Source: an optimization exercise on an open RTL-to-GDS flow (aim: small area, a short achievable clock period and few clock cycles per item). Production flows keep margins and buffers that such runs may drop.
Where RTL was checked, it was by simulation tests only, not by an equivalence proof against the original.

## sort_32_u8
module sort_32_u8(
    input clk,
    input rst_n,
    input vld_in,
    input [7:0] din_0,
    input [7:0] din_1,
    input [7:0] din_2,
    input [7:0] din_3,
    input [7:0] din_4,
    input [7:0] din_5,
    input [7:0] din_6,
    input [7:0] din_7,
    input [7:0] din_8,
    input [7:0] din_9,
    input [7:0] din_10,
    input [7:0] din_11,
    input [7:0] din_12,
    input [7:0] din_13,
    input [7:0] din_14,
    input [7:0] din_15,
    input [7:0] din_16,
    input [7:0] din_17,
    input [7:0] din_18,
    input [7:0] din_19,
    input [7:0] din_20,
    input [7:0] din_21,
    input [7:0] din_22,
    input [7:0] din_23,
    input [7:0] din_24,
    input [7:0] din_25,
    input [7:0] din_26,
    input [7:0] din_27,
    input [7:0] din_28,
    input [7:0] din_29,
    input [7:0] din_30,
    input [7:0] din_31,
    output vld_out,
    output [7:0] dout_0,
    output [7:0] dout_1,
    output [7:0] dout_2,
    output [7:0] dout_3,
    output [7:0] dout_4,
    output [7:0] dout_5,
    output [7:0] dout_6,
    output [7:0] dout_7,
    output [7:0] dout_8,
    output [7:0] dout_9,
    output [7:0] dout_10,
    output [7:0] dout_11,
    output [7:0] dout_12,
    output [7:0] dout_13,
    output [7:0] dout_14,
    output [7:0] dout_15,
    output [7:0] dout_16,
    output [7:0] dout_17,
    output [7:0] dout_18,
    output [7:0] dout_19,
    output [7:0] dout_20,
    output [7:0] dout_21,
    output [7:0] dout_22,
    output [7:0] dout_23,
    output [7:0] dout_24,
    output [7:0] dout_25,
    output [7:0] dout_26,
    output [7:0] dout_27,
    output [7:0] dout_28,
    output [7:0] dout_29,
    output [7:0] dout_30,
    output [7:0] dout_31
);
==> flow/config.mk <==
export PLATFORM = sky130hd
export DESIGN_NAME = sort_32_u8
export DESIGN_NICKNAME = sort_32_u8
export VERILOG_FILES = /design/flow/design.v
export SDC_FILE = /design/flow/constraint.sdc
export NUM_CORES = 8
export LEC_CHECK = 0
export CAP_MARGIN = 20
export CORE_MARGIN = 2
export CORE_UTILIZATION = 30
export CTS_CLUSTER_DIAMETER = 100
export CTS_CLUSTER_SIZE = 20
export PLACE_DENSITY = 0.45
export SETUP_SLACK_MARGIN = 3.15
export SLEW_MARGIN = 20
export SYNTH_HIERARCHICAL = 1
export SYNTH_MINIMUM_KEEP_SIZE = 0
==> flow/constraint.sdc <==
create_clock -name core_clock -period 5.5 [get_ports {clk}]
set_input_delay 1.1000 -clock core_clock [delete_from_list [all_inputs] [get_ports {clk}]]
set_output_delay 1.1000 -clock core_clock [all_outputs]
set_load 0.01 [all_outputs]
standard.sh (not shown) runs the stock make flow with config.mk's settings and CLKGATE_MAP_FILE= SYNTH_SCRIPT=/design/flow/synth_recipe.tcl, a recipe that flattens the netlist after the stock synthesis.
==> flow/flow/run.sh <==
#!/bin/bash
# Own layout flow: the standard ORFS flow (standard.sh) with two changes:
#  - ABC maps each module for a light output load (ABC_LOAD_IN_FF), so the
#    small cell modules of the design keep their smallest drive strength;
#    timing repair later upsizes what the clock period needs.
#  - the port buffers are sky130_fd_sc_hd__buf_1 instead of the cell that
#    buffer_ports picks by default. Every input and output port still gets
#    its own buffer.
# make's full output goes to standard_flow.log; ORFS keeps each step's log
# under orfs/logs/.
set -euo pipefail
cd "$(dirname "$0")/.."
bash standard.sh ABC_LOAD_IN_FF=0.5 'BUFFER_PORTS_ARGS=-buffer_cell sky130_fd_sc_hd__buf_1' finish > standard_flow.log 2>&1 || { tail -50 standard_flow.log; exit 1; }
tail -5 standard_flow.log
Testbench counts at the start, summed over its fixed seeds: cycles 21,120, items 960.
Next try:
- CORE_UTILIZATION: 30 -> 35
- CTS_CLUSTER_DIAMETER: 100 -> not set
- CTS_CLUSTER_SIZE: 20 -> not set
- PLACE_DENSITY: 0.45 -> 0.5
- SETUP_SLACK_MARGIN: 3.15 -> 3.2
Count of clock-buffer cells in the layout is higher by 25.
Via count is lower by 0.57%.
Cell count is lower by 1.8%.

---

sort_32_u8, a different RTL version from the one above (not shown whole).
For scale: ~1900 cells after synthesis, roughly 270 flip-flops, roughly 520 I/O pins, ~19000 µm² of cells after synthesis.
Settings: LEC_CHECK=0, CAP_MARGIN=20, CORE_MARGIN=2, CORE_UTILIZATION=40, PLACE_DENSITY=0.5, SLEW_MARGIN=20, SYNTH_HIERARCHICAL=1, SYNTH_MINIMUM_KEEP_SIZE=0; clock period 5.5 ns.
run.sh (not shown) runs the stock make flow with config.mk's settings and CLKGATE_MAP_FILE= SYNTH_SCRIPT=/design/flow/synth_recipe.tcl, a recipe that flattens the netlist after the stock synthesis.
Stock flow here: none of the scripts above is used.
The starting point completed with no timing, DRC or antenna violations.
Edit:
- ABC_CLOCK_PERIOD_IN_PS: not set -> 3000
- SETUP_SLACK_MARGIN: not set -> 2.5
Outcome:
- The changed run completed with no timing, DRC or antenna violations
- worst setup slack improves by 1100 ps
- non-clock buffer count went up by 594
- clock skew went down by 5.8 ps
- via count went up by about 23%
- sequential share of layout area went down by 4.8 points
- final area went up by 41%
- die area does not change
- first-iteration DRC count went up by about 44%
No functional check of the RTL was part of any run of this note.

---

sort_32_u8, a different RTL version from the one above (not shown whole).
Size: roughly 1,800 cells after synthesis, roughly 270 flip-flops, about 520 I/O pins.
export LEC_CHECK = 0
export CAP_MARGIN = 20
export CORE_MARGIN = 2
export CORE_UTILIZATION = 30
export PLACE_DENSITY = 0.45
export SETUP_SLACK_MARGIN = 2.0
export SLEW_MARGIN = 20
export SYNTH_HIERARCHICAL = 1
export SYNTH_MINIMUM_KEEP_SIZE = 0
create_clock -name core_clock -period 5.5 [get_ports {clk}]
standard.sh (not shown) runs the stock make flow with config.mk's settings and CLKGATE_MAP_FILE= SYNTH_SCRIPT=/design/flow/synth_recipe.tcl, a recipe that flattens the netlist after the stock synthesis.
Scripts as last shown in full above: flow/flow/run.sh
The first run produced a clean layout.
Next try:
==> flow/run.sh (new file) <==
#!/bin/bash
# synth_recipe.tcl (not shown) runs the flow's synth.tcl, then flattens the netlist and writes it again
# the make line also repeats each setting of config.mk as NAME=value (left out here)
make -C /OpenROAD-flow-scripts/flow DESIGN_CONFIG=/design/flow/config.mk WORK_HOME=/design/flow/orfs CLKGATE_MAP_FILE= SYNTH_SCRIPT=/design/flow/synth_recipe.tcl finish
Settings changed: SETUP_SLACK_MARGIN 2.0 to unset.
removed: flow/flow/run.sh
removed: flow/standard.sh
=> Wire length drops slightly; area after synthesis climbs by a quarter to a third; flip-flop and latch count does not change.
No run of this note included a check of the RTL's function; only the layout flow was run.

==> what the ideal ports hide <==
In the flow no input, the clock included, has a driving cell. The finished layouts below were timed again as built, in two steps. Step 1: set_driving_cell puts a clkbuf_16 on clk and a buf_2 on each other input, an assumption about the parent block. Step 2 moves the port delays by t, midway between the first and last clock arrival at a register: inputs arrive t later, outputs are due t later. That takes back most of the time a late clock gives input paths. a / b / c = no drivers / after step 1 / after step 2; a / b = the first two.
run | t, ns | slack for setup (ns) | hold slack, ns | pins driven straight from the clock port
the first run of note 1 | 0.572 | 3.182 / 3.127 / 2.648 | 0.471 / 0.470 / 0.512 | 1
the second run of note 1 | 0.609 | 3.229 / 3.175 / 2.692 | 0.466 / 0.437 / 0.483 | 1
the first run of note 2 | 0.631 | 0.299 / 0.299 / -0.129 | 0.638 / 0.638 / 0.638 | 1
the second run of note 2 | 0.667 | 1.387 / 1.387 / 0.851 | 0.619 / 0.619 / 0.619 | 1
the first run of note 3 | 0.603 | 1.968 / 1.894 / 1.291 | 0.443 / 0.476 / 0.601 | 1
the second run of note 3 | 0.611 | 0.923 / 0.923 / 0.492 | 0.624 / 0.624 / 0.624 | 1
Met with ideal ports but missed after step 2: setup timing in the first run of note 2. The setup slack of the first run of note 3, which loses most, moves by -0.074 ns with the drivers and by -0.677 ns with both steps.
